From an optimization exercise on the open Yosys and OpenROAD flow, aimed at small area, a short achievable clock period and few clock cycles; shortcuts taken in it are not production practice.
Only simulation tests tie the RTL to the original design; equivalence was not proved.
Power and IR drop assume default switching activity.

## lane 1
## CPU
module CPU(
	input clk,
	input rst,
	output reg [15 : 0]PC,
	input  [31 : 0]instr,
	output [15 : 0]mem_addr,
	output [15 : 0]mem_data,
	output write,
	input  [15 : 0]mem_rdata,
	output [255 : 0]REGS,
	output halted
);
Size in the first run: about 2100 cells after synthesis, ~380 flip-flops, roughly 360 I/O pins, about 20000 um2 of cells after synthesis.
Settings: LEC_CHECK=0, CAP_MARGIN=20, CORE_MARGIN=2, CORE_UTILIZATION=40, CTS_BUF_LIST=sky130_fd_sc_hd__clkbuf_4 sky130_fd_sc_hd__clkbuf_8, PLACE_DENSITY=0.6, SETUP_SLACK_MARGIN=5, SLEW_MARGIN=20; clock period 10.0 ns.
run.sh (not shown) runs the stock make flow with config.mk's settings and CLKGATE_MAP_FILE= SYNTH_SCRIPT=/design/flow/synth_recipe.tcl, a recipe that flattens the netlist after the stock synthesis.
Testbench counts of lane 1, summed over its fixed seeds: cycles 160,804.
Relative to lane 1, the following input files were edited for lane 2:
# lane 1
export LEC_CHECK = 0
export CAP_MARGIN = 20
export CORE_MARGIN = 2
export CORE_UTILIZATION = 40
export CTS_BUF_LIST = sky130_fd_sc_hd__clkbuf_4 sky130_fd_sc_hd__clkbuf_8
export PLACE_DENSITY = 0.6
export SETUP_SLACK_MARGIN = 5
export SLEW_MARGIN = 20
create_clock -name core_clock -period 10.0 [get_ports {clk}]
# lane 2
export LEC_CHECK = 0
export CAP_MARGIN = 20
export CORE_MARGIN = 2
export CORE_UTILIZATION = 40
export PLACE_DENSITY = 0.6
export SLEW_MARGIN = 20
create_clock -name core_clock -period 10.0 [get_ports {clk}]
==> flow/flow/run.sh (new file) <==
#!/bin/bash
# Layout flow: the standard ORFS flow, with the port buffers made from
# the smallest buffer cell (instead of the resizer's default pick) and
# smaller clock-tree buffers. Each tool's full output goes to make.log here
# and to the ORFS logs under orfs/logs.
set -euo pipefail
bash standard.sh \
  "BUFFER_PORTS_ARGS=-buffer_cell sky130_fd_sc_hd__buf_1" \
  "CTS_BUF_LIST=sky130_fd_sc_hd__clkbuf_4 sky130_fd_sc_hd__clkbuf_8" \
  SETUP_SLACK_MARGIN=5 \
  finish > make.log 2>&1
==> flow/standard.sh (new file) <==
#!/bin/bash
# synth_recipe.tcl (not shown) runs the flow's synth.tcl, then flattens the netlist and writes it again
# the make line also repeats each setting of config.mk as NAME=value (left out here)
make -C /OpenROAD-flow-scripts/flow DESIGN_CONFIG=/design/flow/config.mk WORK_HOME=/design/flow/orfs CLKGATE_MAP_FILE= SYNTH_SCRIPT=/design/flow/synth_recipe.tcl "${@:-finish}"
removed: flow/run.sh
==> run summary <==
Lane 2 did not stop at any stage, and its layout met the timing, DRC and antenna checks.
From lane 1 to lane 2 the numbers moved as follows: first-pass GRT wire length shrank by about 3.6%, total chip power shrank by 0.36%.
Routed wire length on met2 (lane 2 vs. lane 1) decreases by a few percent
On part of the total power dissipated in combinational logic: between lane 1 and lane 2, it ends up higher for lane 1.
Relative max-transition margin | lane 2 below lane 1
Compared with lane 1, lane 2 shows a higher clock network power share.
Most common cell after layout, fill and taps aside: buf_1 -> lane 2, clkdlybuf4s50_1 -> lane 1
When lane 2 is measured against lane 1, its cell count turns out 22 lower.
Against lane 1, placed standard-cell area in lane 2 fell by a little under 10%.
Diff lane 1 -> lane 2: post-placement worst setup slack now larger, number of port buffers was more or less identical.

========
CPU, a different RTL version from the one above (not shown whole).
Size in the first run: roughly 420 flip-flops, ~360 I/O pins.
Settings: LEC_CHECK=0, CAP_MARGIN=20, CORE_MARGIN=2, CORE_UTILIZATION=40, PLACE_DENSITY=0.6, SLEW_MARGIN=20; clock period 10.0 ns.
standard.sh (not shown) runs the stock make flow with config.mk's settings and CLKGATE_MAP_FILE= SYNTH_SCRIPT=/design/flow/synth_recipe.tcl, a recipe that flattens the netlist after the stock synthesis.
==> flow/flow/run.sh <==
#!/bin/bash
# Layout flow: the standard ORFS flow, with the port buffers made from
# the smallest buffer cell (instead of the resizer's default pick), smaller
# clock-tree buffers and no dummy clock loads, and timing repair aimed below
# the clock period. Each tool's full output goes to make.log here and to
# the ORFS logs under orfs/logs.
set -euo pipefail
bash standard.sh \
  "BUFFER_PORTS_ARGS=-buffer_cell sky130_fd_sc_hd__buf_1" \
  "CTS_ARGS=-sink_clustering_enable -repair_clock_nets -dont_use_dummy_load -buf_list {sky130_fd_sc_hd__clkbuf_4 sky130_fd_sc_hd__clkbuf_8}" \
  SETUP_SLACK_MARGIN=6.2 \
  finish > make.log 2>&1
Testbench counts at the start, summed over its fixed seeds: cycles 154,407.
Edit:
==> flow/flow/run.sh (replaced) <==
#!/bin/bash
# Layout flow: the standard ORFS flow, with the port buffers made from
# the smallest buffer cell (instead of the resizer's default pick) and
# smaller clock-tree buffers. Each tool's full output goes to make.log here
# and to the ORFS logs under orfs/logs.
set -euo pipefail
bash standard.sh \
  "BUFFER_PORTS_ARGS=-buffer_cell sky130_fd_sc_hd__buf_1" \
  "CTS_BUF_LIST=sky130_fd_sc_hd__clkbuf_4 sky130_fd_sc_hd__clkbuf_8" \
  SETUP_SLACK_MARGIN=6.2 \
  finish > make.log 2>&1
=> The changed run produced a clean layout. Wire length barely changes. Clock-buffer cell count is higher by 30. Die area is unchanged.
Edit:
==> flow/flow/run.sh (replaced) <==
#!/bin/bash
# Layout flow: the standard ORFS flow, with the port buffers made from
# the smallest buffer cell (instead of the resizer's default pick), smaller
# clock-tree buffers and no dummy clock loads, and timing repair aimed below
# the clock period. Each tool's full output goes to make.log here and to
# the ORFS logs under orfs/logs.
set -euo pipefail
bash standard.sh \
  "BUFFER_PORTS_ARGS=-buffer_cell sky130_fd_sc_hd__buf_1" \
  "CTS_ARGS=-sink_clustering_enable -repair_clock_nets -dont_use_dummy_load -buf_list {sky130_fd_sc_hd__clkbuf_4}" \
  SETUP_SLACK_MARGIN=6.2 \
  finish > make.log 2>&1
What happened: The changed run finished clean; design area came out lower by 3.2%; wire length went down by 0.42%; utilization falls by 1.5 points; clock skew goes up by 0.13 ns; hold slack gains 0.013 ns; sequential share of layout area grows by 1.4 points.
Edit:
==> flow/flow/run.sh (replaced) <==
#!/bin/bash
# Layout flow: the standard ORFS flow, with the port buffers made from
# the smallest buffer cell (instead of the resizer's default pick) and
# smaller clock-tree buffers. Each tool's full output goes to make.log here
# and to the ORFS logs under orfs/logs.
set -euo pipefail
bash standard.sh \
  "BUFFER_PORTS_ARGS=-buffer_cell sky130_fd_sc_hd__buf_1" \
  "CTS_BUF_LIST=sky130_fd_sc_hd__clkbuf_4 sky130_fd_sc_hd__clkbuf_8" \
  SETUP_SLACK_MARGIN=6.6 TNS_END_PERCENT=10 \
  finish > make.log 2>&1
Outcome:
- utilization goes up by 3.9 points
- non-clock buffer count went up by 85
- design area came out higher by a little under a tenth

========
try-maple:
CPU again, from the RTL that the note above started with.
==> flow/config.mk <==
export PLATFORM = sky130hd
export DESIGN_NAME = CPU
export DESIGN_NICKNAME = CPU
export VERILOG_FILES = /design/flow/design.v
export SDC_FILE = /design/flow/constraint.sdc
export NUM_CORES = 4
export LEC_CHECK = 0
export CAP_MARGIN = 20
export CORE_MARGIN = 2
export CORE_UTILIZATION = 40
export PLACE_DENSITY = 0.6
export SLEW_MARGIN = 20
==> flow/constraint.sdc <==
create_clock -name core_clock -period 10.0 [get_ports {clk}]
set_input_delay 2.0000 -clock core_clock [delete_from_list [all_inputs] [get_ports {clk}]]
set_output_delay 2.0000 -clock core_clock [all_outputs]
set_load 0.01 [all_outputs]
==> flow/flow/run.sh <==
#!/bin/bash
# Layout flow: the standard ORFS flow, with the port buffers made from
# the smallest buffer cell (instead of the resizer's default pick), smaller
# clock-tree buffers and no dummy clock loads, and timing repair aimed below
# the clock period. Each tool's full output goes to make.log here and to
# the ORFS logs under orfs/logs.
set -euo pipefail
bash standard.sh \
  "BUFFER_PORTS_ARGS=-buffer_cell sky130_fd_sc_hd__buf_1" \
  "CTS_ARGS=-sink_clustering_enable -repair_clock_nets -dont_use_dummy_load -buf_list {sky130_fd_sc_hd__clkbuf_4 sky130_fd_sc_hd__clkbuf_8}" \
  SETUP_SLACK_MARGIN=6.4 \
  finish > make.log 2>&1
Testbench counts of try-maple, summed over its fixed seeds: cycles 154,407.
Modified inputs, try-indigo compared to try-maple
diff --git a/flow/flow/run.sh b/flow/flow/run.sh
--- a/flow/flow/run.sh
+++ b/flow/flow/run.sh
@@ -9,4 +9,4 @@
   "BUFFER_PORTS_ARGS=-buffer_cell sky130_fd_sc_hd__buf_1" \
-  "CTS_ARGS=-sink_clustering_enable -repair_clock_nets -dont_use_dummy_load -buf_list {sky130_fd_sc_hd__clkbuf_4 sky130_fd_sc_hd__clkbuf_8}" \
-  SETUP_SLACK_MARGIN=6.4 \
+  "CTS_ARGS=-sink_clustering_enable -repair_clock_nets -dont_use_dummy_load -buf_list {sky130_fd_sc_hd__clkbuf_4}" \
+  SETUP_SLACK_MARGIN=6.6 \
   finish > make.log 2>&1
Findings:
- On worst setup margin: try-indigo sits above try-maple.
- [try-indigo vs try-maple] number of fillers in the final layout: lower in try-indigo
- Going from try-maple to try-indigo, clock buffer count from CTS grew by more than a quarter.
- Measured against try-indigo, the design area of try-maple comes out at 0.888 times the reference value.
- Number of cells on the worst reg-to-reg path ended up 3 lower on try-indigo than on try-maple.
- Against try-maple, final net count in try-indigo rose by more than 10%.
- Register-to-register slack: higher on try-indigo
- Between try-maple and try-indigo, the maximum ir drop on the vdd rail does not differ in any meaningful way.
- The slowest stage cell on the critical path comes out sky130_fd_sc_hd__or4b_4 in one run and sky130_fd_sc_hd__edfxtp_1 in the other, namely in try-maple and try-indigo respectively.
- Post-CTS setup-driven buffer insertion count ends up higher on try-indigo.
- Where power after layout is concerned, try-maple is better than try-indigo.
Relative to try-indigo, the following input files were edited for try-yarrow:
==> flow/flow/run.sh <==
#!/bin/bash
# Layout flow: the standard ORFS flow, with the port buffers made from
# the smallest buffer cell (instead of the resizer's default pick) and
# smaller clock-tree buffers. Each tool's full output goes to make.log here
# and to the ORFS logs under orfs/logs.
set -euo pipefail
bash standard.sh \
  "BUFFER_PORTS_ARGS=-buffer_cell sky130_fd_sc_hd__buf_1" \
  "CTS_BUF_LIST=sky130_fd_sc_hd__clkbuf_4 sky130_fd_sc_hd__clkbuf_8" \
  SETUP_SLACK_MARGIN=5.8 \
  finish > make.log 2>&1
Category of the critical setup timing path = input port to register: try-yarrow; category of the critical setup timing path = register to primary output: try-indigo. Cmp try-yarrow vs try-indigo: total power higher in try-yarrow. Per the comparison of try-yarrow with try-indigo, fmax moved down; number of global-route vias before repair moved down; critical path depth moved up; number of antenna violations at the first check in global routing moved down; cell area after layout moved down. A source of the critical timing path of instr[10] is what try-yarrow shows, while R[0][1]$_DFFE_PP_ belongs to try-indigo.

========
Setup of v4:
Starting RTL as in the previous note.
==> flow/config.mk <==
export PLATFORM = sky130hd
export DESIGN_NAME = CPU
export DESIGN_NICKNAME = CPU
export VERILOG_FILES = /design/flow/design.v
export SDC_FILE = /design/flow/constraint.sdc
export NUM_CORES = 4
export LEC_CHECK = 0
export CAP_MARGIN = 20
export CORE_MARGIN = 2
export CORE_UTILIZATION = 40
export PLACE_DENSITY = 0.6
export SLEW_MARGIN = 20
==> flow/constraint.sdc <==
create_clock -name core_clock -period 10.0 [get_ports {clk}]
set_input_delay 2.0000 -clock core_clock [delete_from_list [all_inputs] [get_ports {clk}]]
set_output_delay 2.0000 -clock core_clock [all_outputs]
set_load 0.01 [all_outputs]
==> flow/flow/run.sh <==
#!/bin/bash
# Layout flow: the standard ORFS flow, with the port buffers made from
# the smallest buffer cell (instead of the resizer's default pick) and
# smaller clock-tree buffers. Each tool's full output goes to make.log here
# and to the ORFS logs under orfs/logs.
set -euo pipefail
bash standard.sh \
  "BUFFER_PORTS_ARGS=-buffer_cell sky130_fd_sc_hd__buf_1" \
  "CTS_BUF_LIST=sky130_fd_sc_hd__clkbuf_4 sky130_fd_sc_hd__clkbuf_8" \
  SETUP_SLACK_MARGIN=6.4 \
  finish > make.log 2>&1
Testbench counts of v4, summed over its fixed seeds: cycles 154,407.
Inputs modified between v4 and v58:
diff --git a/flow/flow/run.sh b/flow/flow/run.sh
--- a/flow/flow/run.sh
+++ b/flow/flow/run.sh
@@ -8,4 +8,4 @@
   "BUFFER_PORTS_ARGS=-buffer_cell sky130_fd_sc_hd__buf_1" \
   "CTS_BUF_LIST=sky130_fd_sc_hd__clkbuf_4 sky130_fd_sc_hd__clkbuf_8" \
-  SETUP_SLACK_MARGIN=6.4 \
+  SETUP_SLACK_MARGIN=6.6 \
   finish > make.log 2>&1
Notes after the runs:
- When v58 is measured against v4, its antenna diode count turns out 2 higher.
- Compared v4 against v58; number of placed instances, taps included within noise.
- Compared with v4, v58 shows a higher critical path depth.
- The routability-driven placement congestion ratio number comes out higher for v4 vs v58.
- v58 ends up with a final-layout worst hold slack that is 0.0091 ns higher than in v4.
> inputs changed (v58 -> v33)
==> flow/flow/run.sh <==
#!/bin/bash
# Layout flow: the standard ORFS flow, with the port buffers made from
# the smallest buffer cell (instead of the resizer's default pick), smaller
# clock-tree buffers and no dummy clock loads, and timing repair aimed below
# the clock period. Each tool's full output goes to make.log here and to
# the ORFS logs under orfs/logs.
set -euo pipefail
bash standard.sh \
  "BUFFER_PORTS_ARGS=-buffer_cell sky130_fd_sc_hd__buf_1" \
  "CTS_ARGS=-sink_clustering_enable -repair_clock_nets -dont_use_dummy_load -buf_list {sky130_fd_sc_hd__clkbuf_4}" \
  SETUP_SLACK_MARGIN=6.3 \
  finish > make.log 2>&1
--- outcome ---
v33 closes out successfully: all stages finished, all timing, DRC and antenna checks passed. Compared to v58, v33 has final area about 10% lower. Between v58 and v33, the maximum resistive drop on vdd is higher for v58. Looking only at worst slack after detailed placement, and setting everything else aside, the lower value of v58 and v33 goes to v33.
Setup changes, v33 to v29
diff --git a/flow/flow/run.sh b/flow/flow/run.sh
--- a/flow/flow/run.sh
+++ b/flow/flow/run.sh
@@ -9,4 +9,4 @@
   "BUFFER_PORTS_ARGS=-buffer_cell sky130_fd_sc_hd__buf_1" \
   "CTS_ARGS=-sink_clustering_enable -repair_clock_nets -dont_use_dummy_load -buf_list {sky130_fd_sc_hd__clkbuf_4}" \
-  SETUP_SLACK_MARGIN=6.3 \
+  SETUP_SLACK_MARGIN=6.5 \
   finish > make.log 2>&1
[summary]
- v29 | status: complete | timing, DRC, antenna: pass
- Comparing v29 and v33, leakage power is lower on v33.
- v29: relative area change from synthesis to final layout is 11 points higher than what v33 reported.
- Cmp v29 and v33 / reg2reg setup slack / higher: v29
- Higher final total power among v29 and v33: v29
- Between v33 and v29, total wire length increased.
- From v29 to v33, xor and xnor area share after synthesis did not move at all.
Relative to v29, the following input files were edited for v20:
==> flow/flow/run.sh <==
#!/bin/bash
# Layout flow: the standard ORFS flow, with the port buffers made from
# the smallest buffer cell (instead of the resizer's default pick) and
# smaller clock-tree buffers. Each tool's full output goes to make.log here
# and to the ORFS logs under orfs/logs.
set -euo pipefail
bash standard.sh \
  "BUFFER_PORTS_ARGS=-buffer_cell sky130_fd_sc_hd__buf_1" \
  "CTS_BUF_LIST=sky130_fd_sc_hd__clkbuf_4 sky130_fd_sc_hd__clkbuf_8" \
  SETUP_SLACK_MARGIN=6.2 TNS_END_PERCENT=10 \
  finish > make.log 2>&1
==> comparison <==
No stage failed in v20, and the final checks on the layout all came back clean. As far as number of endpoints failing setup at the final stage goes, v29 and v20 are indistinguishable; the numbers are identical. A slowest cell on the critical path of sky130_fd_sc_hd__or4_4 is what v29 shows, while sky130_fd_sc_hd__and3_1 belongs to v20. Utilization for v20: 3.7 points down relative to v29. Worst setup slack | v20 below v29. In v20 relative to v29, internal power component had gone up by a little under 10%. The final reports for v20 and v29 show non-clock buffer count lower in the former. Of the two values seen for highest signal layer in the routed design, met4 was produced by v29 and met5 by v20.
Setup changes, v20 to v51
==> flow/flow/run.sh <==
#!/bin/bash
# Layout flow: the standard ORFS flow, with the port buffers made from
# the smallest buffer cell (instead of the resizer's default pick), smaller
# clock-tree buffers and no dummy clock loads, and timing repair aimed below
# the clock period. Each tool's full output goes to make.log here and to
# the ORFS logs under orfs/logs.
set -euo pipefail
bash standard.sh \
  "BUFFER_PORTS_ARGS=-buffer_cell sky130_fd_sc_hd__buf_1" \
  "CTS_ARGS=-sink_clustering_enable -repair_clock_nets -dont_use_dummy_load -buf_list {sky130_fd_sc_hd__clkbuf_4}" \
  SETUP_SLACK_MARGIN=6.4 \
  finish > make.log 2>&1
## What came out
- Maximum operating frequency is higher on v51
- Source of the critical timing path = instr[9]: v20; source of the critical timing path = instr[8]: v51
- Between v51 and v20, the power consumption is lower for v51.
- Worst reg-to-reg path cell count, v51 and v20: larger value in v51
- v51 vs v20: clock power down by more than a quarter
- The higher total of clock buffers placed in the layout came out of v51.
- Going from v20 to v51, area overhead of the layout relative to synthesis now larger; wire length per cell after detailed routing comparable.

## static timing again, ports no longer ideal
In the flow no input, the clock included, has a driving cell. The finished layouts below were timed again as built, in two steps. Step 1 (the two cells are an assumption about what drives the block):
set clk [get_ports {clk}]
set_driving_cell -lib_cell sky130_fd_sc_hd__clkbuf_16 $clk
set_driving_cell -lib_cell sky130_fd_sc_hd__buf_2 [delete_from_list [all_inputs] $clk]
Step 2 adds t to the input delays and takes it off the output delays; t is the mean of the earliest and latest rising clock arrival at the registers after step 1. Input paths then give back, and output paths get back, about the clock's delay inside the block. Slacks: ideal / step 1 / step 2; pairs: ideal / step 1.
run | t, ns | setup WS [ns] | hold WS [ns]
lane 1 | 0.712 | 5.073 / 5.086 / 4.374 | 0.326 / 0.326 / 0.326
lane 2 | 0.729 | 5.166 / 5.200 / 4.471 | 0.327 / 0.327 / 0.327
the first run of note 2 | 0.691 | 6.228 / 6.218 / 5.570 | 0.394 / 0.394 / 0.394
the second run of note 2 | 0.720 | 6.241 / 6.186 / 5.559 | 0.396 / 0.396 / 0.396
the third run of note 2 | 0.890 | 6.135 / 6.174 / 5.284 | 0.410 / 0.410 / 0.410
the fourth run of note 2 | 0.709 | 6.336 / 6.371 / 5.662 | 0.387 / 0.387 / 0.387
try-maple | 0.697 | 6.359 / 6.385 / 5.689 | 0.391 / 0.391 / 0.391
try-indigo | 0.883 | 6.447 / 6.391 / 5.638 | 0.399 / 0.399 / 0.399
try-yarrow | 0.744 | 5.725 / 5.759 / 5.015 | 0.385 / 0.385 / 0.385
v4 | 0.722 | 6.268 / 6.304 / 5.582 | 0.391 / 0.391 / 0.391
v58 | 0.698 | 6.383 / 6.397 / 5.699 | 0.400 / 0.400 / 0.400
v33 | 0.907 | 6.268 / 6.244 / 5.396 | 0.376 / 0.376 / 0.376
v29 | 0.879 | 6.401 / 6.370 / 5.614 | 0.393 / 0.393 / 0.393
v20 | 0.697 | 6.138 / 6.158 / 5.475 | 0.403 / 0.403 / 0.403
v51 | 0.901 | 6.401 / 6.363 / 5.537 | 0.383 / 0.383 / 0.383
After both steps setup and hold are still met in every run listed. The setup slack of v33, which loses most, moves by -0.024 ns with the drivers and by -0.872 ns with both steps.
